Source: an optimization exercise on an open RTL-to-GDS flow (aim: small area, a short achievable clock period and few clock cycles). Production flows keep margins and buffers that such runs may drop. In this exercise RTL edits were held to simulation tests only and were not proved equivalent to the original.

==> flow/design.v, too long to show whole: its modules and the start of the top module <==
// module Multiplier: 9 lines
// module Adder: 7 lines
// module ReLU: 6 lines
// module Sigmoid_16: 54 lines
// module Neuron_ReLU: 117 lines
// module Neuron_Sigmoid: 119 lines
// module ArchCTRL: 83 lines
// module mul_cs: 225 lines
// module Architecture: 615 lines
module Architecture #(parameter NX = 6, parameter NH = 4, parameter BITS = 16) (
	input								clk,
	input								rst,
	input								TR,
	input								VL,
	input	[NX-1:0][BITS-1:0]			x,
	input	[BITS-1:0]					y,
	input	[BITS-1:0]					lr,
	output	[BITS-1:0]					yhat,
	output	[BITS-1:0]					Error,
	output								S_Train,
	output								S_Error,
	output	[NH-1:0][NX:0][BITS-1:0]	WH,
	output	[NH:0][BITS-1:0]			WO
);
  // ...
==> flow/run.sh <==
#!/bin/bash
# synth_recipe.tcl (not shown) runs the flow's synth.tcl, then flattens the netlist and writes it again
# the make line also repeats each setting of config.mk as NAME=value (left out here)
make -C /OpenROAD-flow-scripts/flow DESIGN_CONFIG=/design/flow/config.mk WORK_HOME=/design/flow/orfs CLKGATE_MAP_FILE= SYNTH_SCRIPT=/design/flow/synth_recipe.tcl finish
==> flow/config.mk <==
export PLATFORM = sky130hd
export DESIGN_NAME = Architecture
export DESIGN_NICKNAME = Architecture
export VERILOG_FILES = /design/flow/design.v
export SDC_FILE = /design/flow/constraint.sdc
export NUM_CORES = 4
export LEC_CHECK = 0
export CAP_MARGIN = 20
export CELL_PAD_IN_SITES_DETAIL_PLACEMENT = 1
export CELL_PAD_IN_SITES_GLOBAL_PLACEMENT = 2
export CORE_MARGIN = 2
export CORE_UTILIZATION = 30
export PLACE_DENSITY = 0.5
export SLEW_MARGIN = 20
==> flow/constraint.sdc <==
create_clock -name core_clock -period 12.0 [get_ports {clk}]
set_input_delay 2.4000 -clock core_clock [delete_from_list [all_inputs] [get_ports {clk}]]
set_output_delay 2.4000 -clock core_clock [all_outputs]
set_load 0.01 [all_outputs]
==> reports/results.ini, run 1 <==
[worst_setup_path]
critical_path_depth = 44
worst-path-max-fanout = 5
r2r-start = zo[3]
critPathRequiredTime_ns = 12.56
arrival_ns = 11.73

[drt]
drt-met1-wl_um = 246000
wl_met3_um = 36000
drt_wl_total_um = 536000
drt_iter0_markers = 7408
vias = 86179

[layout]
nonClkBufAreaFrac_pct = 8.09
nMultiInputCombCells = 7615
multiInputGateArea_um2 = 70600
nets = 12870
syn_to_final_growth_pct = 17.1
multi_input_area_share_pct = 59.0

[clock_tree]
clk_path_buf_depth = 4
cts_resized = 0
postCtsSetupBuffers = 0
htreeDepth = 4

[timing]
period_needed_ns = 11.16
fin_setup_tns_ns = 0

[synthesis]
synth_edf_count = 289
netlist_area_um2 = 102000
synthSimpleGateAreaFrac_pct = 8.79
synth.distinct_cells = 75
synthTopCellsByArea = fa_1 22%, dfxtp_1 15%, a22oi_1 9.1%, edfxtp_1 8.5%, xnor2_1 6.7%

[min_path]
hold-path-endpoint = s[9]
hp-start = s[8]

[run_status]
status = timing/DRC/antenna clean

[global_routing]
busiest_layer = met2
use_met3_pct = 5.91
grt_use_met1_pct = 43.1
antenna_found_initial = 48

[floorplan]
core_area_um2 = 339000

Testbench counts, summed over its fixed seeds: cycles 19,446.
==> run 2, diff against run 1 <==
--- a/flow/config.mk
+++ b/flow/config.mk
@@ -12,3 +12,4 @@
 export CORE_UTILIZATION = 30
 export PLACE_DENSITY = 0.5
+export SETUP_SLACK_MARGIN = 5
 export SLEW_MARGIN = 20
==> run 2 against run 1 <==
Still clean; register-to-register slack improved by 0.69 ns; first-iteration DRC count is 4.5% higher; die area did not move; clock-buffer cell count decreased by 17; sequential share of layout area down 2.1 points; flip-flop and latch count is the same; setup slack improved by 0.69 ns; area after synthesis is the same; final cell count grew 4.2%; hold slack got worse by 0.019 ns; routed wire length grew 5.0%; critical endpoint is now d[13].
==> reports/results.ini, run 2 <==
[run_status]
status = timing/DRC/antenna clean  ; unchanged

[layout]
drive_above_1_share_pct = 21.5  ; was 6.74%
final_common_cell = inv_1  ; unchanged
nets = 13535  ; was 12870
nFillCells = 37319  ; was 38196
syn_to_final_growth_pct = 31.1  ; was 17.1%
top_register = Wh  ; unchanged
layout_common_cells = 1113 x inv_1, 1096 x a22oi_1, 899 x fa_1  ; was 1262 x inv_1, 1236 x a22oi_1, 1105 x fa_1
instances_no_fill = 16481  ; was 15824
largest_reg_flops = 448  ; unchanged
top_regs = Wh (448), enc_a (96), enc_b (96)  ; unchanged

[run]
max_cap_viol_count = 0  ; unchanged

[place]
portBuffers = 663  ; unchanged
gp_congestion = 0.879  ; was 0.897
dp_hpwl_um = 410000  ; was 415000 um
dp_cells = 15439  ; was 15512

[worst_setup_path]
critPathMaxStageDelay_ns = 0.59  ; was 0.61 ns
reg2reg_depth = 69  ; was 44
critPathRequiredTime_ns = 12.57  ; was 12.56 ns
cp_common_cell = buf_4
path_class = flip-flop to flip-flop  ; unchanged
r2r-start = zo[3]  ; unchanged
regToRegSetupSlack_ns = 1.52  ; was 0.84 ns
end_kind = flip-flop  ; unchanged
critPathSlowestCell = or4_4  ; was or4_1
arrival_ns = 11.04  ; was 11.73 ns
r2r_end = d[13]  ; was d[14]
crit_family = buffers and inverters  ; was compound AO/OA/AOI/OAI gates
worstSetupStartpointType = flip-flop  ; unchanged
worst-path-max-fanout = 3  ; was 5
worst-path-buf-inv = 53  ; was 4

[min_path]
min_path_cells = 1  ; unchanged
min-delay-path-class = flip-flop to flip-flop  ; unchanged
hold-path-endpoint = s[9]  ; unchanged
hp-start = s[8]  ; unchanged

[drt]
dr.pass1.iters = 8  ; was 10
drt_wl_total_um = 563000  ; was 536000 um
drt_iter0_markers = 7739  ; was 7408
drc = 0  ; unchanged
antenna_left = 0  ; unchanged
drt-wirelength-per-cell_um = 34.2  ; was 33.9 um
viasPerCell = 5.44  ; was 5.45
vias = 89590  ; was 86179

[synthesis]
yosys.area.top_type_share_pct = 21.7  ; unchanged
synthTopCellsByArea = fa_1 22%, dfxtp_1 15%, a22oi_1 9.1%, edfxtp_1 8.5%, xnor2_1 6.7%  ; unchanged
synth_common_cells = 1264 x inv_1, 1236 x a22oi_1, 1105 x fa_1  ; unchanged
synth_area_leader_cell = fa_1  ; unchanged
ys.flop_type = dfxtp_1  ; unchanged
ys_seq_area_share_pct = 23.4  ; unchanged
synth-async-reset-ratio_pct = 0  ; unchanged
yosys_warnings = 1  ; unchanged
synth_seq_cells = 1052  ; unchanged
netlist_area_um2 = 102000  ; unchanged
synthCells = 10725  ; unchanged
synth.distinct_cells = 75  ; unchanged
synth.most_common_cell = inv_1  ; unchanged
avgSynthCellArea_um2 = 9.53  ; unchanged
synth_edf_count = 289  ; unchanged

[global_routing]
gr-total-overflow = 0  ; unchanged
first_global_vias = 93790  ; was 90425
grtUsageTotal_pct = 31.8  ; was 30.5%
grt_max_degree = 77  ; was 84
antenna_found_initial = 35  ; was 48
grt_pass1_wl_um = 780000  ; was 749000 um

[timing]
clock_skew_ns = 0.100  ; was 0.119 ns
rsz0062_at_grt = true
period_needed_ns = 10.48  ; was 11.16 ns
layout_worst_path_cycle_share_pct = 87.3  ; was 93.0%
final-setup-viol-count = 0  ; unchanged
tightest_slew_ns = 1.24  ; was 1.27 ns
slew_violations = 0  ; unchanged
fin_setup_tns_ns = 0  ; unchanged
relSlewSlack_pct = 17.3  ; was 15.0%
finalHoldViolCount = 0  ; unchanged
fmax_ghz = 0.0955  ; was 0.0896 GHz

[floorplan]
die_h_um = 588  ; unchanged
initial_core_util_pct = 30.1  ; unchanged
dieArea_um2 = 345000  ; unchanged
core_area_um2 = 339000  ; unchanged
io_pins = 694  ; unchanged
std_cell_rows = 214  ; unchanged
die_width_um = 588  ; unchanged

[clock_tree]
clockRootBuffer = clkbuf_16  ; unchanged
htreeDepth = 4  ; unchanged
clk_path_buf_depth = 4  ; unchanged
cts_made_buffers = 148  ; was 151
path_clk_slew_ns = 0.05  ; about the same
cts_num_sinks = 1052  ; unchanged
cts_tree = built  ; unchanged
clock_latency_ns = 0.90  ; was 0.91 ns

-- run 2: cell counts after synthesis --
Identical to the previous run, type by type.
-- run 2: metrics by stage --
stage | util [%] | cell area [um2] | hold WS, ns | setup WS (ns)
after global routing | 39.5 | 134000 | 0.514 | 1.23
final | 39.5 | 134000 | 0.476 | 1.52
after CTS | 38.4 | 130000 | 0.484 | 1.72
after floorplan | - | 105000 | 0.445 | 2.02
after global placement | 34.1 | 116000 | 0.476 | 0.676
after detailed placement | 34.1 | 116000 | 0.472 | 0.714
-- run 2: worst max-delay path by stage --
stage,startpoint,to,depth (start not counted)
6_report,zo[3],d[13],69
5_1_grt,zo[3],d[15],46
4_1_cts,zo[3],d[15],45
3_5_place_dp,zo[0],d[15],47
3_3_place_gp,zo[0],d[15],47
2_1_floorplan,zo[3],d[15],47
-- run 2: metal layers --
metal,up-vias,share of wire [%],GRT usage [%]
met1,47690,46,45.0
met4,8,4.4,12.7
met2,2987,43,47.1
met5,-,0.0087,0
met3,555,6.8,6.44
li1,38350,-,-
-- run 2: area by class of cell --
type                    count  area, um2  share of cell area (%)
repair buffers           1711      17200                    12.8
inverters                1268       4950                    3.70
clock buffers             213       4170                    3.11
diodes                     33       82.6                  0.0617
multi-input cells        7617      77300                    57.7
well taps                4536       5680                    4.24
clock inverters            51        623                   0.465
flip-flops and latches   1052      24000                    17.9
-- run 2: repair_timing --
| action | CTS | global route |
|---|---|---|
| pin swaps | 491 | 318 |
| setup buffers | 538 | 183 |
| endpoints found under the setup margin | 355 | 279 |
| cloned | 21 | 2 |
| gates resized for setup | 1068 | 429 |
| hold buffers | 0 | 0 |
-- run 2: logic make-up after synthesis --
| logic type | Yosys count | synth area share (%) |
|---|---|---|
| fa+ha+maj | 1605 | 27.8 |
| xor+xnor | 1315 | 11.4 |
| compound gates | 2113 | 15.3 |
| mux | 554 | 5.49 |
| flops | 1052 | 23.4 |
| other cells | 2 | 0.00735 |
| simple gates | 1994 | 8.79 |
| buf+inv | 2090 | 7.80 |

re-timing with driven ports:
The results above use ideal ports. As a check the final layouts listed here were re-extracted and re-timed, cells and wires unchanged. Step 1, drivers: a clkbuf_16 drives clk and a buf_2 each remaining input, both assumed. Step 2, shift: input delay + t, output delay - t, t = (earliest + latest rising clock arrival at the registers) / 2. This alone moves slack from input paths to output paths. a / b / c = no drivers / after step 1 / after step 2; a / b = the first two.
run | t, ns | slack for setup (ns) | worst setup path at the end
run 1 | 0.975 | 0.835 / 0.835 / 0.835 | register to register
run 2 | 0.974 | 1.524 / 1.524 / 1.524 | register to register
After both steps setup and hold are still met in every run listed.
